This design comes from an exercise in tuning for small area on the open sky130 flow, not from production work.
Only simulation tests tie the RTL to the original design; equivalence was not proved.
Power is estimated from default activity; no workload was simulated.

$ cat flow/design.v
`timescale 1ns / 1ps
module fnd_controller (
    input clk,
    input reset,
    input wrap,
    input [10:0] number,
    output reg [7:0] seg,
    output reg [3:0] an
);
    reg [6:0] hi;
    reg [2:0] sel;
    wire hi_wrap = (hi == 7'd99);
    always @(posedge clk or posedge reset) begin
        if (reset) begin
            hi  <= 0;
            sel <= 0;
        end else if (wrap) begin
            hi <= hi_wrap ? 7'd0 : hi + 1'b1;
            if (hi_wrap) sel <= sel + 1'b1;
        end
    end
    reg [3:0] digit;
    always @(*) begin
        case (sel[1:0])
            2'd0: digit = number[3:0];
            2'd1: digit = number[7:4];
            2'd2: digit = {1'b0, number[10:8]};
            default: digit = 4'd0;
        endcase
        case (sel[1:0])
            2'd0: an = 4'b1110;
            2'd1: an = 4'b1101;
            2'd2: an = 4'b1011;
            default: an = 4'b0111;
        endcase
        if (sel[2]) seg = 8'hff;
        else begin
            case (digit)
                4'h0: seg = 8'hc0;
                4'h1: seg = 8'hf9;
                4'h2: seg = 8'ha4;
                4'h3: seg = 8'hb0;
                4'h4: seg = 8'h99;
                4'h5: seg = 8'h92;
                4'h6: seg = 8'h82;
                4'h7: seg = 8'hf8;
                4'h8: seg = 8'h80;
                4'h9: seg = 8'h90;
                default: seg = 8'hff;
            endcase
        end
    end
endmodule
`timescale 1ns / 1ps
module ultrasonic_sensor (
    input             clk,
    input             reset,
    input             tick,
    input             start_trigger,
    output            trigger,
    input             echo,
    output reg [10:0] distance,
    output            echo_done
);
    localparam IDLE   = 3'b000,
               IDLE_D = 3'b001,    
               TRIG1  = 3'b100,
               TRIG   = 3'b110,
               WAITE1 = 3'b111,
               WAITE  = 3'b011,
               MEAS   = 3'b010,
               DONE   = 3'b101;
    reg [2:0] state;
    reg [5:0] pre;
    reg [3:0] d1, d10;
    reg [2:0] d100;
    assign trigger   = (state == TRIG) | (state == WAITE1);
    assign echo_done = (state == IDLE_D);
    wire trig_end = (pre == 6'd14) & (d1 == 4'd7) & d10[0];   
    wire clr = (state == IDLE) | (state == IDLE_D) | (state == WAITE) | (state == WAITE1);
    wire inc = (state == TRIG1) | (state == TRIG) | ((state == MEAS) & tick);
    wire pre_wrap = (pre == 6'd57);
    wire d1_wrap = (d1 == 4'd9);
    wire d10_wrap = (d10 == 4'd9);
    reg [2:0] next_state;
    always @(*) begin
        case (state)
            IDLE, IDLE_D: next_state = start_trigger ? TRIG1 : IDLE;
            TRIG1:        next_state = TRIG;
            TRIG:         next_state = trig_end ? WAITE1 : TRIG;
            WAITE1:       next_state = echo ? MEAS : WAITE;
            WAITE:        next_state = echo ? MEAS : WAITE;
            MEAS:         next_state = echo ? MEAS : DONE;
            default:      next_state = IDLE_D;    
        endcase
    end
    always @(posedge clk or posedge reset) begin
        if (reset) state <= IDLE;
        else       state <= next_state;
    end
    always @(posedge clk) begin
        if (clr) begin
            pre  <= 0;
            d1   <= 0;
            d10  <= 0;
            d100 <= 0;
        end else if (inc) begin
            if (pre_wrap) begin
                pre <= 0;
                if (d1_wrap) begin
                    d1 <= 0;
                    if (d10_wrap) begin
                        d10  <= 0;
                        d100 <= d100 + 1'b1;
                    end else begin
                        d10 <= d10 + 1'b1;
                    end
                end else begin
                    d1 <= d1 + 1'b1;
                end
            end else begin
                pre <= pre + 1'b1;
            end
        end
    end
    always @(posedge clk or posedge reset) begin
        if (reset) distance <= 0;
        else if (state == DONE) distance <= {d100, d10, d1};
    end
endmodule
module tick_gen (
    input  clk,
    input  reset,
    output tick,
    output wrap
);
    reg [6:0] s;
    assign wrap = (s == 7'b1100011);
    assign tick = (s == 7'b1000111);
    always @(posedge clk or posedge reset) begin
        if (reset) s <= 7'b1000111;
        else       s <= {s[5:0], s[6] ^ s[0] ^ wrap};
    end
endmodule
`timescale 1ns / 1ps
module baud_tick_gen (
    input  clk,
    input  reset,
    output baud_tick
);
    reg [9:0] s;
    assign baud_tick = (s == 10'b0110011111);
    always @(posedge clk or posedge reset) begin
        if (reset) s <= 10'b0110011111;
        else       s <= {s[8:0], s[9] ^ s[2] ^ baud_tick};
    end
endmodule
module uart_rx (
    input  clk,
    input  reset,
    input  tick,
    input  rx,
    output rx_trigger
);
    reg [7:0] t;
    reg match;
    wire idle   = ~t[7] & ~t[5] & t[4] & t[3];
    wire sample = tick & t[7] & (t[3:0] == 4'hf);
    assign rx_trigger = idle & ~t[0] & match;
    always @(posedge clk or posedge reset) begin
        if (reset) begin
            t <= 8'd25;
        end else if (idle) begin
            t <= {1'b0, ~rx, ~rx, 2'b11, 2'b00, rx};    
        end else if (tick) begin
            t <= t + 1'b1;
        end
    end
    always @(posedge clk) begin
        if (sample)
            match <= ((t[6:4] == 3'd0) | match) & ((t[6:4] == 3'd5) | (rx == ~t[4]));
    end
endmodule
module uart_distance_sender (
    input             clk,
    input             reset,
    input      [10:0] distance,
    input             distance_valid,
    input             rd,            
    output reg [10:0] msg_dist,
    output reg [4:0]  q,
    output            empty
);
    wire n3 = (msg_dist[10:8] != 3'd0);
    wire n1 = ~n3 & (msg_dist[7:4] == 4'd0);
    wire none = (q == 5'd15);
    assign empty = none | (q[4] & ~(q[1] & q[0]));
    wire start = distance_valid & none;
    wire adv = (q[4] & ~(q[1] & q[0])) | (rd & ~empty);
    always @(posedge clk or posedge reset) begin
        if (reset) begin
            q <= 5'd15;
        end else if (start) begin
            q <= 5'd29;
        end else if (adv) begin
            if (q == 5'd9) q <= n3 ? 5'd10 : (n1 ? 5'd12 : 5'd11);
            else q <= q + 1'b1;
        end
    end
    always @(posedge clk) begin
        if (start) msg_dist <= distance;
    end
endmodule
module uart_tx (
    input        clk,
    input        reset,
    input        tick,
    input        start_trigger,
    input  [4:0] slot,           
    input [10:0] msg_dist,
    output reg   o_tx,
    output       o_take
);
    reg [7:0] t;
    wire idle  = ~t[7] & ~t[6] & t[4];
    assign o_take = idle & start_trigger;
    wire start = ~t[7] & t[6];
    reg [7:0] ch;
    always @(*) begin
        case (slot[4] ? 4'd15 : slot[3:0])
            4'd0:  ch = "d";
            4'd1:  ch = "i";
            4'd2:  ch = "s";
            4'd3:  ch = "t";
            4'd4:  ch = "a";
            4'd5:  ch = "n";
            4'd6:  ch = "c";
            4'd7:  ch = "e";
            4'd8:  ch = ":";
            4'd9:  ch = " ";
            4'd10: ch = {5'b00110, msg_dist[10:8]};
            4'd11: ch = {4'b0011, msg_dist[7:4]};
            4'd12: ch = {4'b0011, msg_dist[3:0]};
            4'd13: ch = "c";
            4'd14: ch = "m";
            default: ch = "\n";
        endcase
    end
    always @(posedge clk or posedge reset) begin
        if (reset) begin
            t         <= 8'd16;
            o_tx <= 1'b1;
        end else begin
            if (idle) begin
                o_tx <= 1'b1;
                if (start_trigger) t <= 8'd112;
            end else begin
                if (start) begin
                    o_tx <= 1'b0;
                end else if (t[7]) begin
                    o_tx <= ch[t[6:4]];
                end else begin
                    o_tx <= 1'b1;
                end
                if (tick) t <= t + 1'b1;
            end
        end
    end
endmodule
`timescale 1ns / 1ps
module top_module (
    input clk,
    input reset,
    input rx,
    output trigger,
    input echo,
    output tx,
    output [7:0] seg,
    output [3:0] an
);
    wire baud_tick;
    wire us_tick;
    wire us_wrap;
    wire rx_trigger;
    wire echo_done;
    wire [10:0] distance;    
    wire [10:0] msg_dist;
    wire fifo_empty;
    wire [4:0] rptr;
    wire tx_take;
    baud_tick_gen TICK_GEN (
        .clk(clk), .reset(reset), .baud_tick(baud_tick)
    );
    uart_rx UART_RX (
        .clk(clk), .reset(reset), .tick(baud_tick), .rx(rx),
        .rx_trigger(rx_trigger)
    );
    tick_gen TICK_1US (
        .clk(clk), .reset(reset), .tick(us_tick), .wrap(us_wrap)
    );
    ultrasonic_sensor U_ultrasonic_sensor (
        .clk(clk), .reset(reset), .tick(us_tick),
        .start_trigger(rx_trigger), .trigger(trigger), .echo(echo),
        .distance(distance), .echo_done(echo_done)
    );
    fnd_controller U_fnd_controller (
        .clk(clk), .reset(reset), .wrap(us_wrap), .number(distance),
        .seg(seg), .an(an)
    );
    uart_distance_sender U_MSG (
        .clk(clk), .reset(reset), .distance(distance),
        .distance_valid(echo_done), .rd(tx_take),
        .msg_dist(msg_dist), .q(rptr), .empty(fifo_empty)
    );
    uart_tx UART_TX (
        .clk(clk), .reset(reset), .tick(baud_tick),
        .start_trigger(~fifo_empty), .slot(rptr), .msg_dist(msg_dist),
        .o_tx(tx), .o_take(tx_take)
    );
endmodule
$ cat flow/constraint.sdc
create_clock -name core_clock -period 15.0 [get_ports {clk}]
set_input_delay 3.0000 -clock core_clock [delete_from_list [all_inputs] [get_ports {clk}]]
set_output_delay 3.0000 -clock core_clock [all_outputs]
set_load 0.01 [all_outputs]
$ cat flow/run.sh
#!/bin/bash
# synth_recipe.tcl (not shown) runs the flow's synth.tcl, then flattens the netlist and writes it again
# the make line also repeats each setting of config.mk as NAME=value (left out here)
make -C /OpenROAD-flow-scripts/flow DESIGN_CONFIG=/design/flow/config.mk WORK_HOME=/design/flow/orfs CLKGATE_MAP_FILE= SYNTH_SCRIPT=/design/flow/synth_recipe.tcl finish
$ cat flow/config.mk
export PLATFORM = sky130hd
export DESIGN_NAME = top_module
export DESIGN_NICKNAME = top_module
export VERILOG_FILES = /design/flow/design.v
export SDC_FILE = /design/flow/constraint.sdc
export NUM_CORES = 4
export LEC_CHECK = 0
export CAP_MARGIN = 20
export CORE_MARGIN = 2
export CORE_UTILIZATION = 75
export GPL_TIMING_DRIVEN = 0
export SLEW_MARGIN = 20
==> impl_metrics.toml <==
[sta]
fmax_mhz = 157.5
final.min_clock_period_ns = 6.350
tightest_slew_ns = 0.8665
rsz0062_at_grt = "false"
setup_tns_ns = 0
timing.hold.ws_ns = 0.3606
hold_viol = 0
drv_slew = 0
slew_headroom = 0.4223
clock_skew_ns = 0.01808
final.period_utilization = 0.4234
final-setup-viol-count = 0

[power]
irDropWorstVdd_v = 0.00007257
power.leakage_nw = 2.235
power_density_nw_per_um2 = 77.29
power_uw = 414.7

[clock_tree]
cts-root-buf = "clkbuf_8"
postCtsHoldBufs = 0
clk_pin_slew_worst_paths_ns = 0.10
cts_resized = 0
cts_buffer_depth = 2
cts.sink_count = 92
insertion_delay_ns = 0.36
numCtsBuffers = 9
htreeDepth = 3
cts_tree = "done"
post_cts_buffers = 0

[die]
fp.dieH_um = 84.78
die_x_um = 84.78
initial_core_util = 0.7751
dieArea_sq_um = 7187
io_pins = 18
core-area_sq_um = 6314
rows = 29

[logic_synthesis]
yosys.area.top_type = "dfrtp_1"
async_flop_share = 0.6848
synth-simple-area-share = 0.2263
ys_seq_elements = 92
synth_xor_area_frac = 0.04296
synthMuxAreaShare = 0.03759
syn_avg_cell_area_sq_um = 9.966
synth_nets = 515
syn-cell-area_sq_um = 4893
synth_ff_type = "dfrtp_1"
synth.yosys.warnings = 7
synth.area.top_cells = "dfrtp_1, dfstp_2, edfxtp_1"
synth-edff-count = 12
synth_top_area_share = 0.2199
syn_inst = 491
synthAdderAreaFrac = 0.05114
synth.yosys.seq_area_share = 0.4705
synth_cell_types = 69
synth_compound_area_frac = 0.1322
synth_top_family_by_area = "simple AND/OR/NAND/NOR gates"

[job]
drv_cap = 0

[setup_path]
cp_top_family = "compound AO/OA/AOI/OAI gates"
critPathBufInv = 2
crit_slowest_cell = "a222oi_1"
crit_required_ns = 12.00
crit_top_cell = "ha_1"
crit_start = "U_fnd_controller.sel[1]"
arrival_ns = 3.35
r2r_start = "U_MSG.q[4]"
cp_max_fo = 5
worstSetupPathType = "reg2out"
crit_chain = "inv_1 > ha_1 > a222oi_1 > nor2_1 > ha_1 > or4_1 > a21o_1 > clkdlybuf4s50_1"
end_kind = "output pin"
max_stage_delay_ns = 0.60
critPathLaunchType = "flop"

[route]
avgRoutedWirePerCell_um = 16.96
drt_iter0_markers = 411
post-route-drc-count = 0
post_drt_via_cell_ratio = 6.444
drt-total-wl_mm = 10.19
vias = 3873
first_pass_iters = 5
antenna_left = 0

[placed_design]
dp_hpwl_mm = 7.094
portBuffers = 16
gp_congestion = 0.9360

[grt]
grt_pass1_vias = 3709
grtUsageTotal = 0.2988
grt_max_degree = 60
grt_overflow = 0
antenna_found_initial = 0
grt_pass1_wl_mm = 17.28

[min_path]
hold_class = "reg2reg"
hp-start = "TICK_GEN.s[7]"

[finish]
area_growth_syn_to_layout_pct = 9.640
nFillCells = 339
nets = 543
drive_gt1_frac = 0.1393
layout_commonest_cell = "nand2_1"
final_cell_mix = "nand2_1, dfrtp_1, nor2_1"
diodes = 0

[outcome]
status = "timing/DRC/antenna clean"
-- metrics by stage --
stage                     worst slack (ns)  area [sq um]  utilization  std cells
after floorplan                      9.822          4893            -        491
after global placement               9.182          5150       0.8157        584
after detailed placement             9.088          5180       0.8205        585
after CTS                            8.679          5365       0.8498        601
after global routing                 8.525          5365       0.8498        601
final                                8.650          5365       0.8498        601
-- kinds of logic (layout without fill, tap and decap cells) --
family,count (synthesis),count (layout)
AO/OA/AOI/OAI,100,100
XOR/XNOR,24,24
adder cells (fa/ha/maj),20,20
buffers and inverters,45,78
flip-flops,92,92
multiplexers,17,17
other,1,1
AND/OR/NAND/NOR,192,192
-- synth_stat cells (7+ instances only) --
cell,n
mux2_2,11
nand2_1,44
clkbuf_1,12
dfstp_2,20
edfxtp_1,12
nand4_1,13
nor3_1,10
nand3_1,15
ha_1,20
dfxtp_1,17
and2_1,8
o21ai_0,37
nor2_1,38
buf_2,7
xor2_1,10
xnor2_1,14
nor2b_1,9
dfrtp_1,43
nand2b_1,9
inv_1,24
a21oi_1,22
-- per-layer routing --
metal,vias up,track usage,share of wire
li1,1810,-,-
met1,1871,0.3955,0.42
met2,150,0.4989,0.51
met3,42,0.04326,0.046
met4,0,0.1212,0.024
met5,-,0,0
-- area by class of cell --
type	count	area, sq um	area share
clock inverter	5	32.53	0.006063
buffer	21	98.84	0.01842
tap	77	96.34	0.01796
clock buffer	11	152.6	0.02845
sequential	92	2302	0.4291
inverter	24	92.59	0.01726
timing repair buffer	17	187.7	0.03498
multi-input combinational	354	2402	0.4478
-- power breakdown --
group / switching [mW] / total, mW / internal [mW]
registers: 0 / 0.251 / 0.251
clock network: 0.0869 / 0.157 / 0.0705
logic: 0.00410 / 0.00593 / 0.00183
total: 0.0910 / 0.415 / 0.324
-- registers in the layout, summed over array words and instances (netlist names), 4 cells and up --
| name | count |
|---|---|
| TICK_GEN.s | 10 |
| U_ultrasonic_sensor.d1 | 4 |
| U_ultrasonic_sensor.d10 | 4 |
| U_ultrasonic_sensor.pre | 6 |
| U_MSG.q | 5 |
| U_MSG.msg_dist | 11 |
| UART_TX.t | 8 |
| UART_RX.t | 8 |
| TICK_1US.s | 7 |
| U_fnd_controller.hi | 7 |
| U_ultrasonic_sensor.distance | 11 |
-- final timing paths --
| check | to | slack (ns) | cells past startpoint |
|---|---|---|---|
| setup / recovery | seg[6] | 8.65 | 8 |
| setup reg to reg | U_MSG.q[3] | 12.47 | 8 |
| min in group asynchronous | UART_RX.t[7] | 2.86 | 2 |
| hold reg to reg | TICK_GEN.s[8] | 0.36 | 0 |
| hold / removal | TICK_GEN.s[8] | 0.36 | 0 |
| max in group asynchronous | UART_RX.t[0] | 11.60 | 3 |

[separate check: timing with driven ports]
The results above use ideal ports. As a check the final layout listed here was re-extracted and re-timed, cells and wires unchanged. Step 1 assumes that a clkbuf_16 drives the clock port and a buf_2 every other input. Step 2 times the ports against the registers' clock, not the clock port: input delays grow and output delays shrink by t, the midpoint of the rising clock arrivals with the driver on. a / b / c = no drivers / after step 1 / after step 2; a / b = the first two.
t, ns: 0.381
setup slack, ns: 8.650 / 8.618 / 8.999
slew at the worst register clock pin (ns): 0.10 / 0.10
worst slew at a driven data input, ns: 0.04
After both steps this run still meets setup and hold. For this run, drivers alone change the setup slack by -0.032 ns; drivers and shift together by +0.349 ns.
